Context: an optimization exercise on an open-source flow, tuned for a short achievable clock period and few clock cycles. The choices shown serve that exercise and are no tape-out recipe.
Only simulation tests tie the RTL to the original design; equivalence was not proved.
Power and IR drop assume default switching activity.

==> inputs of v21 <==
Design Pipelined_HazardD, start of the top module:
module Pipelined_HazardD(
    input clk, reset,
    output [63:0] imem_addr,
    input  [31:0] imem_rdata,
    output [63:0] dmem_addr,
    output [63:0] dmem_wdata,
    output dmem_we,
    input  [63:0] dmem_rdata
);
localparam BH_BITS = 3;                  
localparam BH_N    = 1 << BH_BITS;
reg  [9:0]  pc;
reg         id_valid;
reg  [31:0] ir;
reg  [31:1] id_oh1, id_oh2;              
reg         fa_ex, fa_mem, fa_wb, fa_rf;
reg         fb_ex, fb_mem, fb_wb, fb_rf;
reg         stall_raw;                   
reg         zf, zf_bne;                  
reg  [9:0]  id_pc;
reg         id_pred;
reg         ex_regwrite, ex_load, ex_store, ex_br;
reg         ex_bge;
reg         ex_t1, ex_t0, ex_m1, ex_m0;
reg  [9:0]  ex_r1, ex_r0;
reg         ex_op_add, ex_op_sub, ex_op_and, ex_op_or, ex_op_sll;
reg  [4:0]  ex_rd;
reg  [63:0] ex_a, ex_b, ex_sd;
reg         ex_sd_ex;                    
reg  [7:0]  ex_sh_lo, ex_sh_hi;          
reg  [9:0]  ex_pc;
reg  [1:0]  ex_kind;
reg         ex_fwd;
reg         mem_regwrite, mem_load, mem_we;
reg  [4:0]  mem_rd;
reg  [63:0] mem_result, mem_wdata, mem_addr;
reg         wb_regwrite;
reg  [4:0]  wb_rd;
reg  [63:0] wb_val;
reg  [63:0] rf [1:31];
reg  [BH_N-1:0] bh_valid, bh_taken;
reg  [9-BH_BITS:0] bh_tag [0:BH_N-1];
reg  [1:0]  kctr [0:2];
reg         upd_en, upd_taken;
reg  [9:0]  upd_pc;
reg  [1:0]  upd_kind;
reg         upd_fwd;
assign imem_addr  = {52'd0, pc, 2'b00};
assign dmem_addr  = mem_addr;
assign dmem_wdata = mem_wdata;
assign dmem_we    = mem_we;
wire [31:0] fw = imem_rdata;
wire        f_isbr = (fw[6:0] == 7'b1100011);
wire [9:0]  f_off  = {fw[7], fw[30:25], fw[11:9]};
wire [9:0]  f_tgt  = pc + f_off;
wire [1:0]  f_kind = (fw[14:12] == 3'b101) ? 2'd2 :
                     (fw[14:12] == 3'b001) ? 2'd1 : 2'd0;
wire [BH_BITS-1:0] f_idx = pc[BH_BITS-1:0];
wire        bh_hit = bh_valid[f_idx] && (bh_tag[f_idx] == pc[9:BH_BITS]);
wire        f_dir  = bh_hit ? bh_taken[f_idx] : (fw[31] | kctr[f_kind][1]);
wire        f_pred = f_isbr && f_dir;
wire [9:0]  pc_inc;
genvar q;
assign pc_inc[0] = ~pc[0];
generate
    for (q = 1; q < 10; q = q + 1) begin : inc
        assign pc_inc[q] = pc[q] ^ (&pc[q-1:0]);
    end
endgenerate
wire [31:1] oh1_n, oh2_n;
genvar h;
generate
  ...
==> flow/config.mk <==
export PLATFORM = sky130hd
export DESIGN_NAME = Pipelined_HazardD
export DESIGN_NICKNAME = Pipelined_HazardD
export VERILOG_FILES = /design/flow/design.v
export SDC_FILE = /design/flow/constraint.sdc
export NUM_CORES = 4
export LEC_CHECK = 0
export ABC_CLOCK_PERIOD_IN_PS = 3000
export CAP_MARGIN = 20
export CORE_MARGIN = 2
export CORE_UTILIZATION = 40
export SLEW_MARGIN = 20
==> flow/constraint.sdc <==
create_clock -name core_clock -period 11.0 [get_ports {clk}]
set_input_delay 2.2000 -clock core_clock [delete_from_list [all_inputs] [get_ports {clk}]]
set_output_delay 2.2000 -clock core_clock [all_outputs]
set_load 0.01 [all_outputs]
standard.sh (not shown) runs the stock make flow with config.mk's settings and CLKGATE_MAP_FILE= SYNTH_SCRIPT=/design/flow/synth_recipe.tcl, a recipe that flattens the netlist after the stock synthesis.
==> flow/flow/run.sh <==
#!/bin/bash
set -euo pipefail
bash standard.sh SETUP_SLACK_MARGIN=7.5 finish > standard.log 2>&1
==> v20 (differences from v21) <==
--- a/flow/design.v
+++ b/flow/design.v
@@ -14,54 +14,50 @@
 reg         id_valid;
 reg  [31:0] ir;
 reg  [31:1] id_oh1, id_oh2;              
 reg         fa_ex, fa_mem, fa_wb, fa_rf;
 reg         fb_ex, fb_mem, fb_wb, fb_rf;
 reg         stall_raw;                   
-reg         zf, zf_bne;                  
 reg  [9:0]  id_pc;
 reg         id_pred;
 reg         ex_regwrite, ex_load, ex_store, ex_br;
 reg         ex_bge;
 reg         ex_t1, ex_t0, ex_m1, ex_m0;
 reg  [9:0]  ex_r1, ex_r0;
 reg         ex_op_add, ex_op_sub, ex_op_and, ex_op_or, ex_op_sll;
 reg  [4:0]  ex_rd;
 reg  [63:0] ex_a, ex_b, ex_sd;
-reg         ex_sd_ex;                    
-reg  [7:0]  ex_sh_lo, ex_sh_hi;          
+reg  [5:0]  ex_sh;
 reg  [9:0]  ex_pc;
-reg  [1:0]  ex_kind;
-reg         ex_fwd;
+reg  [2:0]  ex_kind;
 reg         mem_regwrite, mem_load, mem_we;
 reg  [4:0]  mem_rd;
 reg  [63:0] mem_result, mem_wdata, mem_addr;
 reg         wb_regwrite;
 reg  [4:0]  wb_rd;
 reg  [63:0] wb_val;
 reg  [63:0] rf [1:31];
 reg  [BH_N-1:0] bh_valid, bh_taken;
 reg  [9-BH_BITS:0] bh_tag [0:BH_N-1];
-reg  [1:0]  kctr [0:2];
+reg  [1:0]  kctr [0:5];
 reg         upd_en, upd_taken;
 reg  [9:0]  upd_pc;
-reg  [1:0]  upd_kind;
-reg         upd_fwd;
+reg  [2:0]  upd_kind;
 assign imem_addr  = {52'd0, pc, 2'b00};
 assign dmem_addr  = mem_addr;
 assign dmem_wdata = mem_wdata;
 assign dmem_we    = mem_we;
 wire [31:0] fw = imem_rdata;
 wire        f_isbr = (fw[6:0] == 7'b1100011);
 wire [9:0]  f_off  = {fw[7], fw[30:25], fw[11:9]};
 wire [9:0]  f_tgt  = pc + f_off;
-wire [1:0]  f_kind = (fw[14:12] == 3'b101) ? 2'd2 :
-                     (fw[14:12] == 3'b001) ? 2'd1 : 2'd0;
+wire [2:0]  f_kind = (fw[14:12] == 3'b101) ? {2'b10, fw[31]} :
+                     (fw[14:12] == 3'b001) ? {2'b01, fw[31]} : {2'b00, fw[31]};
 wire [BH_BITS-1:0] f_idx = pc[BH_BITS-1:0];
 wire        bh_hit = bh_valid[f_idx] && (bh_tag[f_idx] == pc[9:BH_BITS]);
-wire        f_dir  = bh_hit ? bh_taken[f_idx] : (fw[31] | kctr[f_kind][1]);
+wire        f_dir  = bh_hit ? bh_taken[f_idx] : kctr[f_kind][1];
 wire        f_pred = f_isbr && f_dir;
 wire [9:0]  pc_inc;
 genvar q;
 assign pc_inc[0] = ~pc[0];
 generate
     for (q = 1; q < 10; q = q + 1) begin : inc
@@ -94,14 +90,14 @@
 wire d_or  = (is_r && f3 == 3'b110);
 wire d_sll = (is_i && f3 == 3'b001);
 wire d_add = !(d_sub | d_and | d_or | d_sll);
 wire [11:0] d_imm = is_st ? {ir[31:25], ir[11:7]} : ir[31:20];
 wire [63:0] imm64 = {{52{d_imm[11]}}, d_imm};
 wire [9:0]  br_off    = {ir[7], ir[30:25], ir[11:9]};
-wire [1:0]  d_kind = (f3 == 3'b101) ? 2'd2 :
-                     (f3 == 3'b001) ? 2'd1 : 2'd0;
+wire [2:0]  d_kind = (f3 == 3'b101) ? {2'b10, ir[31]} :
+                     (f3 == 3'b001) ? {2'b01, ir[31]} : {2'b00, ir[31]};
 reg  [63:0] rf_r1, rf_r2;
 integer k;
 always @(*) begin
     rf_r1 = 64'd0;
     rf_r2 = 64'd0;
     for (k = 1; k < 32; k = k + 1) begin
@@ -125,15 +121,12 @@
 wire        na_mem = ex_regwrite && (ex_rd == n_rs1) && !na_ex;
 wire        na_wb  = mem_regwrite && (mem_rd == n_rs1) && !na_ex && !na_mem;
 wire        nb_ex  = n_ex_wr && (rd == n_rs2);
 wire        nb_mem = ex_regwrite && (ex_rd == n_rs2) && !nb_ex;
 wire        nb_wb  = mem_regwrite && (mem_rd == n_rs2) && !nb_ex && !nb_mem;
 wire        n_stall = n_ex_load && ((rd == n_rs1) || (n_uses_rs2 && rd == n_rs2));
-wire        n_zf = id_valid && !stall && d_regwrite && d_add && !is_ld &&
-                   (fw[6:0] == 7'b1100011) && (fw[14:13] == 2'b00) &&
-                   (fw[24:20] == 5'd0) && (rd == fw[19:15]);
 wire [63:0] ag [0:6];
 wire [63:0] ap [0:6];
 wire [63:0] sg [0:6];
 wire [63:0] sp [0:6];
 assign ag[0] = ex_a & ex_b;
 assign ap[0] = ex_a ^ ex_b;
@@ -156,22 +149,13 @@
             end
         end
     end
 endgenerate
 wire [63:0] sum  = ap[0] ^ {ag[6][62:0], 1'b0};
 wire [63:0] diff = sp[0] ^ {sg[6][62:0], 1'b1};
-reg  [63:0] sh1, shl;
-integer t;
-always @(*) begin
-    sh1 = 64'd0;
-    shl = 64'd0;
-    for (t = 0; t < 8; t = t + 1)
-        sh1 = sh1 | ({64{ex_sh_lo[t]}} & (ex_a << t));
-    for (t = 0; t < 8; t = t + 1)
-        shl = shl | ({64{ex_sh_hi[t]}} & (sh1 << (8 * t)));
-end
+wire [63:0] shl  = ex_a << ex_sh;
 wire [63:0] result = ({64{ex_op_add}} & sum) |
                      ({64{ex_op_sub}} & diff) |
                      ({64{ex_op_and}} & (ex_a & ex_b)) |
                      ({64{ex_op_or}}  & (ex_a | ex_b)) |
                      ({64{ex_op_sll}} & shl);
 wire [63:0] ca = {~ex_a[63], ex_a[62:0]};
@@ -209,30 +193,31 @@
 wire eq = ce5[1] & ce5[0];
 wire ge = cg5[1] | (ce5[1] & cg5[0]) | eq;
 wire c  = ex_bge ? ge : eq;
 wire taken   = c ? ex_t1 : ex_t0;
 wire mispred = c ? ex_m1 : ex_m0;
 wire [9:0] redirect_pc = c ? ex_r1 : ex_r0;
-wire [63:0] zt = (ex_a ^ ex_b) ^ {ex_a[62:0] | ex_b[62:0], 1'b0};
-wire        ex_sum_zero = ~|zt;
-wire        id_fast  = id_valid && zf;
-wire        id_taken = zf_bne ? !ex_sum_zero : ex_sum_zero;
-wire        id_mis   = id_fast && (id_taken != id_pred);
-wire [9:0]  id_fix_pc = id_pred ? d_pc1 : d_target;
-wire        id_pred2 = id_fast ? id_taken : id_pred;
 wire [63:0] mem_val = mem_load ? dmem_rdata : mem_result;
 wire [63:0] lg_and = ex_a & ex_b;
 wire [63:0] lg_or  = ex_a | ex_b;
 wire [63:0] fwd_a = ({64{fa_ex && ex_op_add}} & sum) |
                     ({64{fa_ex && ex_op_sub}} & diff) |
                     ({64{fa_ex && ex_op_and}} & lg_and) |
                     ({64{fa_ex && ex_op_or}}  & lg_or) |
                     ({64{fa_ex && ex_op_sll}} & shl) |
                     ({64{fa_mem}} & mem_val) |
                     ({64{fa_wb}}  & wb_val) |
                     ({64{fa_rf}}  & rf_r1);
+wire [63:0] fwd_b = ({64{fb_ex && ex_op_add}} & sum) |
+                    ({64{fb_ex && ex_op_sub}} & diff) |
+                    ({64{fb_ex && ex_op_and}} & lg_and) |
+                    ({64{fb_ex && ex_op_or}}  & lg_or) |
+                    ({64{fb_ex && ex_op_sll}} & shl) |
+                    ({64{fb_mem}} & mem_val) |
+                    ({64{fb_wb}}  & wb_val) |
+                    ({64{fb_rf}}  & rf_r2);
 wire [63:0] fwd_bi = ({64{b_reg && fb_ex && ex_op_add}} & sum) |
                      ({64{b_reg && fb_ex && ex_op_sub}} & diff) |
                      ({64{b_reg && fb_ex && ex_op_and}} & lg_and) |
                      ({64{b_reg && fb_ex && ex_op_or}}  & lg_or) |
                      ({64{b_reg && fb_ex && ex_op_sll}} & shl) |
                      ({64{b_reg && fb_mem}} & mem_val) |
@@ -241,31 +226,27 @@
                      ({64{!b_reg}}          & imm64);
 always @(posedge clk) begin
     if (reset)
         pc <= 10'd0;
     else if (mispred)
         pc <= redirect_pc;
-    else if (id_mis)
-        pc <= id_fix_pc;
     else if (!stall)
         pc <= f_pred ? f_tgt : pc_inc;
-    if (reset || mispred || id_mis)
+    if (reset || mispred)
         id_valid <= 1'b0;
     else if (!stall)
         id_valid <= 1'b1;
     fa_ex     <= na_ex;
     fa_mem    <= na_mem;
     fa_wb     <= na_wb;
     fa_rf     <= !na_ex && !na_mem && !na_wb;
     fb_ex     <= nb_ex;
     fb_mem    <= nb_mem;
     fb_wb     <= nb_wb;
     fb_rf     <= !nb_ex && !nb_mem && !nb_wb;
     stall_raw <= n_stall;
-    zf        <= n_zf;
-    zf_bne    <= fw[12];
     if (!stall) begin
         ir      <= fw;
         id_oh1  <= oh1_n;
         id_oh2  <= oh2_n;
         id_pc   <= pc;
         id_pred <= f_pred;
@@ -279,14 +260,14 @@
         ex_m0       <= 1'b0;
     end else begin
         ex_regwrite <= d_regwrite;
         ex_load     <= is_ld;
         ex_store    <= is_st;
         ex_br       <= is_br;
-        ex_m1       <= id_pred2 != d_t1;
-        ex_m0       <= id_pred2 != d_t0;
+        ex_m1       <= id_pred != d_t1;
+        ex_m0       <= id_pred != d_t0;
     end
     ex_bge    <= (f3 == 3'b101);
     ex_t1     <= d_t1;
     ex_t0     <= d_t0;
     ex_r1     <= d_t1 ? d_target : d_pc1;
     ex_r0     <= d_t0 ? d_target : d_pc1;
@@ -295,40 +276,37 @@
     ex_op_and <= d_and;
     ex_op_or  <= d_or;
     ex_op_sll <= d_sll;
     ex_rd     <= rd;
     ex_a      <= fwd_a;
     ex_b      <= fwd_bi;
-    ex_sd     <= ({64{fb_mem}} & mem_val) | ({64{fb_wb}} & wb_val) |
-                 ({64{fb_rf}}  & rf_r2);
-    ex_sd_ex  <= fb_ex;
-    ex_sh_lo  <= 8'd1 << ir[22:20];
-    ex_sh_hi  <= 8'd1 << ir[25:23];
+    ex_sd     <= fwd_b;
+    ex_sh     <= ir[25:20];
     ex_pc     <= id_pc;
     ex_kind   <= d_kind;
-    ex_fwd    <= !ir[31];
     mem_regwrite <= !reset && ex_regwrite;
     mem_load     <= ex_load;
     mem_we       <= !reset && ex_store;
     mem_rd       <= ex_rd;
     mem_result   <= result;
-    mem_wdata    <= ex_sd_ex ? mem_result : ex_sd;
+    mem_wdata    <= ex_sd;
     mem_addr     <= {64{ex_load || ex_store}} & sum;    
     wb_regwrite <= !reset && mem_regwrite;
     wb_rd       <= mem_rd;
     wb_val      <= mem_val;
     if (wb_regwrite)
         rf[wb_rd] <= wb_val;
     upd_en    <= !reset && ex_br;
     upd_taken <= taken;
     upd_pc    <= ex_pc;
     upd_kind  <= ex_kind;
-    upd_fwd   <= ex_fwd;
     if (reset) begin
-        kctr[0] <= 2'b01; kctr[1] <= 2'b01; kctr[2] <= 2'b01;
-    end else if (upd_en && upd_fwd) begin
+        kctr[0] <= 2'b01; kctr[1] <= 2'b10;
+        kctr[2] <= 2'b01; kctr[3] <= 2'b10;
+        kctr[4] <= 2'b01; kctr[5] <= 2'b10;
+    end else if (upd_en) begin
         if (upd_taken && kctr[upd_kind] != 2'b11)
             kctr[upd_kind] <= kctr[upd_kind] + 2'b01;
         else if (!upd_taken && kctr[upd_kind] != 2'b00)
             kctr[upd_kind] <= kctr[upd_kind] - 2'b01;
     end
     if (reset)
==> results.yml <==
power:
  fin_total_pwr_w: 0.0288
  switching_share_pct: 29.9
  seq_power_w: 0.0135
  pwr-share-comb_pct: 17.6
route:
  vias_per_cell: 7.71
  vias: 110000
synthesis:
  synth_xor_area_share_pct: 1.15
  yosys.area.top_type_share_pct: 53.3
  syn_avg_cell_area_um2: 13.0
  synth_area_leaders: "edfxtp_1, dfxtp_1, a22oi_1, a221oi_1, a22o_1"
floorplanning:
  taps: 4080
global_routing:
  grt_pass1_vias: 100000
  gr-usage-met3_pct: 18.8
placement:
  dp_cells: 13300
final_layout:
  n_clock_buffer: 361
timing:
  setup_ws_ns: 7.10
worst_setup_path:
  reg2reg_to: "ex_b[53]$_DFF_P_"
  regToRegStartpoint: "id_oh2[1]$_DFFE_PN_"
outcome:
  status: "timing/DRC/antenna clean"
The numbers above come from v20.

==> results.yml <==
outcome:
  status: "failed layout checks"
  so.violations: "antenna violations"
synthesis:
  synth_area_leaders: "edfxtp_1, dfxtp_1, a22oi_1, a221oi_1, a22o_1"
  yosys.area.top_type_share_pct: 52.3
  ys_seq_area_share_pct: 61.7
  synth_simple_gate_area_share_pct: 6.88
  synth_xor_area_share_pct: 1.58
worst_hold_path:
  hold_end: "upd_kind[1]$_DFF_P_"
power:
  pwr-share-comb_pct: 21.3
  seq_power_w: 0.0136
  fin_total_pwr_w: 0.0304
placement:
  dp_cells: 13600
worst_setup_path:
  regToRegStartpoint: "ex_a[59]$_DFF_P_"
route:
  postRouteAntennaNets: 1
  vias: 114000
  vias_per_cell: 7.79
floorplanning:
  taps: 4120
final_layout:
  largest-register: "rf"
global_routing:
  gr-usage-met3_pct: 19.6
The numbers above come from v21.

Testbench counts of v21, summed over its fixed seeds: cycles 45,447.
Testbench counts of v20, summed over its fixed seeds: cycles 46,870.

## port drivers added, routing unchanged
The flow's constraints put no driver on any port. The routed layouts listed below were extracted and timed again, unchanged, in two steps. Step 1 assumes that a clkbuf_16 drives the clock port and a buf_2 every other input. Step 2 adds t to the input delays and takes it off the output delays; t is the mean of the earliest and latest rising clock arrival at the registers after step 1. Input paths then give back, and output paths get back, about the clock's delay inside the block. Slacks: ideal / step 1 / step 2; pairs: ideal / step 1.
run	t (ns)	slack for setup (ns)	worst hold slack (ns)	slew at the worst register clock pin (ns)	worst data-port slew with drivers (ns)
v21	0.998	7.153 / 7.153 / 6.287	0.324 / 0.324 / 0.324	0.08 / 0.08	0.52
v20	1.009	7.103 / 7.103 / 6.364	0.321 / 0.321 / 0.321	0.07 / 0.07	0.20
For v21, which loses most, drivers alone change the setup slack by 0.000 ns; drivers and shift together by -0.866 ns.
